Context: an optimization exercise on an open-source flow, tuned for small area, a short achievable clock period and few clock cycles. The choices shown serve that exercise and are no tape-out recipe.
Function was checked by simulation only, so behaviour that the tests miss may differ from the original.
Power is estimated from default activity; no workload was simulated.

==> flow/design.v <==
module CPU(
    input         clk,
    input         rst,
    output [31:0] imem_addr,
    input  [31:0] imem_rdata,
    output [31:0] dmem_addr,
    output [31:0] dmem_wdata,
    output        dmem_we,
    input  [31:0] dmem_rdata,
    output        wb_en,
    output [4:0]  wb_addr,
    output [31:0] wb_data
);
reg  [31:2] pc;
reg  [31:0] e_a;                 
reg  [31:0] e_b;                 
reg  [31:0] e_s;                 
reg  [31:2] e_tgt;               
reg  [4:0]  e_dest;
reg         e_wr, e_ld, e_st, e_br;
reg         e_sub, e_and, e_or, e_slt;
reg         e_fam;                         
reg         e_fbm;                         
reg         e_bm;                          
reg         e_add;                         
reg  [31:0] m_alu, m_sd;
reg  [4:0]  m_dest;
reg         m_wr, m_ld, m_st;
reg  [31:0] w_data;
reg  [4:0]  w_dest;
reg         w_wr;
reg  [31:1] rv;
wire [31:0] ins = imem_rdata;
wire [5:0]  op  = ins[31:26];
wire [4:0]  rs  = ins[25:21];
wire [4:0]  rt  = ins[20:16];
wire [4:0]  rd  = ins[15:11];
wire [5:0]  fn  = ins[5:0];
wire [31:0] simm = {{16{ins[15]}}, ins[15:0]};
wire is_r    = (op == 6'b000000);
wire is_addi = (op == 6'b001000);
wire is_lw   = (op == 6'b100011);
wire is_sw   = (op == 6'b101011);
wire is_beq  = (op == 6'b000100);
wire [4:0] dest   = is_r ? rd : rt;
wire       wr     = (is_r | is_addi | is_lw) & (dest != 5'd0);
wire       use_rs = is_r | is_addi | is_lw | is_sw | is_beq;
wire       use_rt = is_r | is_sw | is_beq;
wire       b_rt   = is_r | is_beq;        
wire [31:2] pc1   = pc + 30'd1;
wire [16:0] tgt_lo = {1'b0, pc[17:2]} + {1'b0, ins[15:0]} + 17'd1;
wire [31:18] pch_p = pc[31:18] + 14'd1;
wire [31:18] pch_m = pc[31:18] - 14'd1;
wire [31:18] tgt_hi = ( tgt_lo[16] & ~ins[15]) ? pch_p :
                      (~tgt_lo[16] &  ins[15]) ? pch_m : pc[31:18];
wire [31:2] tgt_d = {tgt_hi, tgt_lo[15:0]};
wire sub_d = is_r & ((fn == 6'b100010) | (fn == 6'b101010));
wire and_d = is_r & (fn == 6'b100100);
wire or_d  = is_r & (fn == 6'b100101);
wire slt_d = is_r & (fn == 6'b101010);
wire stall = e_ld & ((use_rs & (rs == e_dest)) | (use_rt & (rt == e_dest)));
wire [32*32-1:0] rflat;
wire [31:1]      rs_sel, rt_sel, rv_eff;
reg  [31:0]      rs_v, rt_v;
wire [31:0] wd = m_ld ? dmem_rdata : m_alu;      
wire        rs_w = m_wr & (m_dest == rs);        
wire        rt_w = m_wr & (m_dest == rt);
genvar g;
generate
    for (g = 1; g < 32; g = g + 1) begin : RF
        reg [31:0] q;
        always @(posedge clk)
            if (m_wr && m_dest == g)
                q <= wd;
        assign rflat[g*32 +: 32] = q;
        assign rv_eff[g] = rv[g] & ~(m_wr && m_dest == g);
        assign rs_sel[g] = rv_eff[g] & (rs == g);
        assign rt_sel[g] = rv_eff[g] & (rt == g);
    end
endgenerate
assign rflat[31:0] = 32'd0;
integer k;
always @(*) begin
    rs_v = {32{rs_w}} & wd;
    rt_v = {32{rt_w}} & wd;
    for (k = 1; k < 32; k = k + 1) begin
        rs_v = rs_v | ({32{rs_sel[k]}} & rflat[k*32 +: 32]);
        rt_v = rt_v | ({32{rt_sel[k]}} & rflat[k*32 +: 32]);
    end
end
always @(posedge clk or posedge rst) begin
    if (rst)
        rv <= 31'd0;
    else if (m_wr)
        rv[m_dest] <= 1'b1;
end
wire fam = e_wr & (e_dest == rs);
wire fbm = e_wr & (e_dest == rt);
wire [31:0] A = e_fam ? m_alu : e_a;
wire [31:0] S = e_fbm ? m_alu : e_s;
wire [31:0] mx = m_alu  ^ {32{e_sub}};
wire [31:0] Bx = e_bm ? mx : e_b;
wire [32:0] sum1 = {A, 1'b1} + {Bx, e_sub};    
wire [31:0] sum  = sum1[32:1];
wire        lt   = (A[31] == Bx[31]) ? A[31] : sum[31];
wire [31:0] res  = ({32{e_add}} & sum) | ({32{e_and}} & (A & Bx)) |
                   ({32{e_or}} & (A | Bx)) | {31'd0, e_slt & lt};
wire        taken = e_br & (A == Bx);
always @(posedge clk or posedge rst) begin
    if (rst)
        pc <= 30'd0;
    else if (taken)
        pc <= e_tgt;
    else if (!stall)
        pc <= pc1;
end
always @(posedge clk or posedge rst) begin
    if (rst) begin
        e_wr <= 1'b0;
        e_ld <= 1'b0;
        e_st <= 1'b0;
        e_br <= 1'b0;
    end else if (stall) begin
        e_wr <= 1'b0;
        e_ld <= 1'b0;
        e_st <= 1'b0;
        e_br <= 1'b0;
    end else begin
        e_wr <= wr;
        e_ld <= is_lw & (dest != 5'd0);
        e_st <= is_sw;
        e_br <= is_beq;
    end
end
always @(posedge clk) begin
    e_a    <= rs_v;
    e_b    <= b_rt ? (rt_v ^ {32{sub_d}}) : simm;
    e_s    <= rt_v;
    e_tgt  <= tgt_d;
    e_bm   <= b_rt & fbm;
    e_add  <= ~and_d & ~or_d & ~slt_d;
    e_dest <= dest;
    e_sub  <= sub_d;
    e_and  <= and_d;
    e_or   <= or_d;
    e_slt  <= slt_d;
    e_fam  <= fam;
    e_fbm  <= fbm;
end
always @(posedge clk or posedge rst) begin
    if (rst) begin
        m_wr <= 1'b0;
        m_st <= 1'b0;
    end else begin
        m_wr <= e_wr;
        m_st <= e_st;
    end
end
always @(posedge clk) begin
    m_alu  <= res;
    m_sd   <= S;
    m_dest <= e_dest;
    m_ld   <= e_ld;
end
always @(posedge clk or posedge rst) begin
    if (rst)
        w_wr <= 1'b0;
    else
        w_wr <= m_wr;
end
always @(posedge clk) begin
    w_data <= wd;
    w_dest <= m_dest;
end
assign imem_addr  = {pc, 2'b00};
assign dmem_addr  = m_alu;
assign dmem_wdata = m_sd;
assign dmem_we    = m_st;
assign wb_en      = w_wr;
assign wb_addr    = w_dest;
assign wb_data    = w_data;
endmodule
export LEC_CHECK = 0
export ABC_CLOCK_PERIOD_IN_PS = 2500
export CAP_MARGIN = 20
export CORE_MARGIN = 2
export CORE_UTILIZATION = 40
export CTS_BUF_LIST = sky130_fd_sc_hd__clkbuf_16
export CTS_CLUSTER_DIAMETER = 100
export CTS_CLUSTER_SIZE = 20
export PLACE_DENSITY = 0.5
export SETUP_SLACK_MARGIN = 5
export SLEW_MARGIN = 20
create_clock -name core_clock -period 8.5 [get_ports {clk}]
standard.sh (not shown) runs the stock make flow with config.mk's settings and CLKGATE_MAP_FILE= SYNTH_SCRIPT=/design/flow/synth_recipe.tcl, a recipe that flattens the netlist after the stock synthesis.
==> flow/flow/run.sh <==
#!/bin/bash
# The standard layout (standard.sh: ORFS synthesis to finish, unchanged
# synthesis), with three changes to how it is laid out:
#  - the port buffers are a plain buffer (buf_2), not the delay buffer that
#    buffer_ports picks by default;
#  - gate sizing may change a cell's footprint (MATCH_CELL_FOOTPRINT=0);
#  - (setup margin as given in config.mk)
# make's full output goes to standard.log; ORFS keeps each step's log under
# orfs/logs.
cd "$(dirname "$0")/.."
bash standard.sh \
    "BUFFER_PORTS_ARGS=-buffer_cell sky130_fd_sc_hd__buf_2" \
    MATCH_CELL_FOOTPRINT=0 \
    finish > standard.log 2>&1
Testbench counts at the start, summed over its fixed seeds: cycles 35,517.
Then changed:
CTS_BUF_LIST = sky130_fd_sc_hd__clkbuf_8   (was sky130_fd_sc_hd__clkbuf_16)
CTS_CLUSTER_DIAMETER = not set   (was 100)
CTS_CLUSTER_SIZE = 25   (was 20)
The changed run finished clean. Clock power is higher by 47%. Power is higher by 16%. Maximum frequency is lower by about 1.5%. Final cell count is higher by about 3%.
Then changed:
CORE_UTILIZATION = 50   (was 40)
CTS_BUF_LIST = sky130_fd_sc_hd__clkbuf_16   (was sky130_fd_sc_hd__clkbuf_8)
CTS_CLUSTER_DIAMETER = 100   (was not set)
CTS_CLUSTER_SIZE = 20   (was 25)
PLACE_DENSITY = 0.6   (was 0.5)
After rerunning: The new run completed without violations. Register-to-register slack stays flat. Clock skew went down by 43 ps. Via count goes down by 1.5%. Critical path depth does not change. Hold slack improved by 38 ps. Synthesized area does not change. Total power goes down by 14%. Cell area falls by 2.7%.

-- static timing again, ports no longer ideal --
How much do the figures lean on ideal ports? The routed layouts below were timed once more, with nothing changed but the port constraints. Step 1: set_driving_cell puts a clkbuf_16 on clk and a buf_2 on each other input, an assumption about the parent block. Step 2 moves the port delays by t, midway between the first and last clock arrival at a register: inputs arrive t later, outputs are due t later. That takes back most of the time a late clock gives input paths. Slacks: ideal / step 1 / step 2; pairs: ideal / step 1.
| run | t, ns | setup WS [ns] | latest minus earliest clock arrival (ns) | worst slew at a driven data input, ns | cell pins on the clock port's net |
|---|---|---|---|---|---|
| the first run | 0.791 | 4.925 / 4.895 / 4.104 | 0.046 / 0.046 | 0.14 | 1 |
| the second run | 1.065 | 4.872 / 4.904 / 3.869 | 0.085 / 0.085 | 0.05 | 1 |
| the third run | 0.786 | 4.868 / 4.889 / 4.128 | 0.037 / 0.037 | 0.07 | 1 |
After both steps setup and hold are still met in every run listed. The setup slack of the second run, which loses most, moves by +0.032 ns with the drivers and by -1.003 ns with both steps.
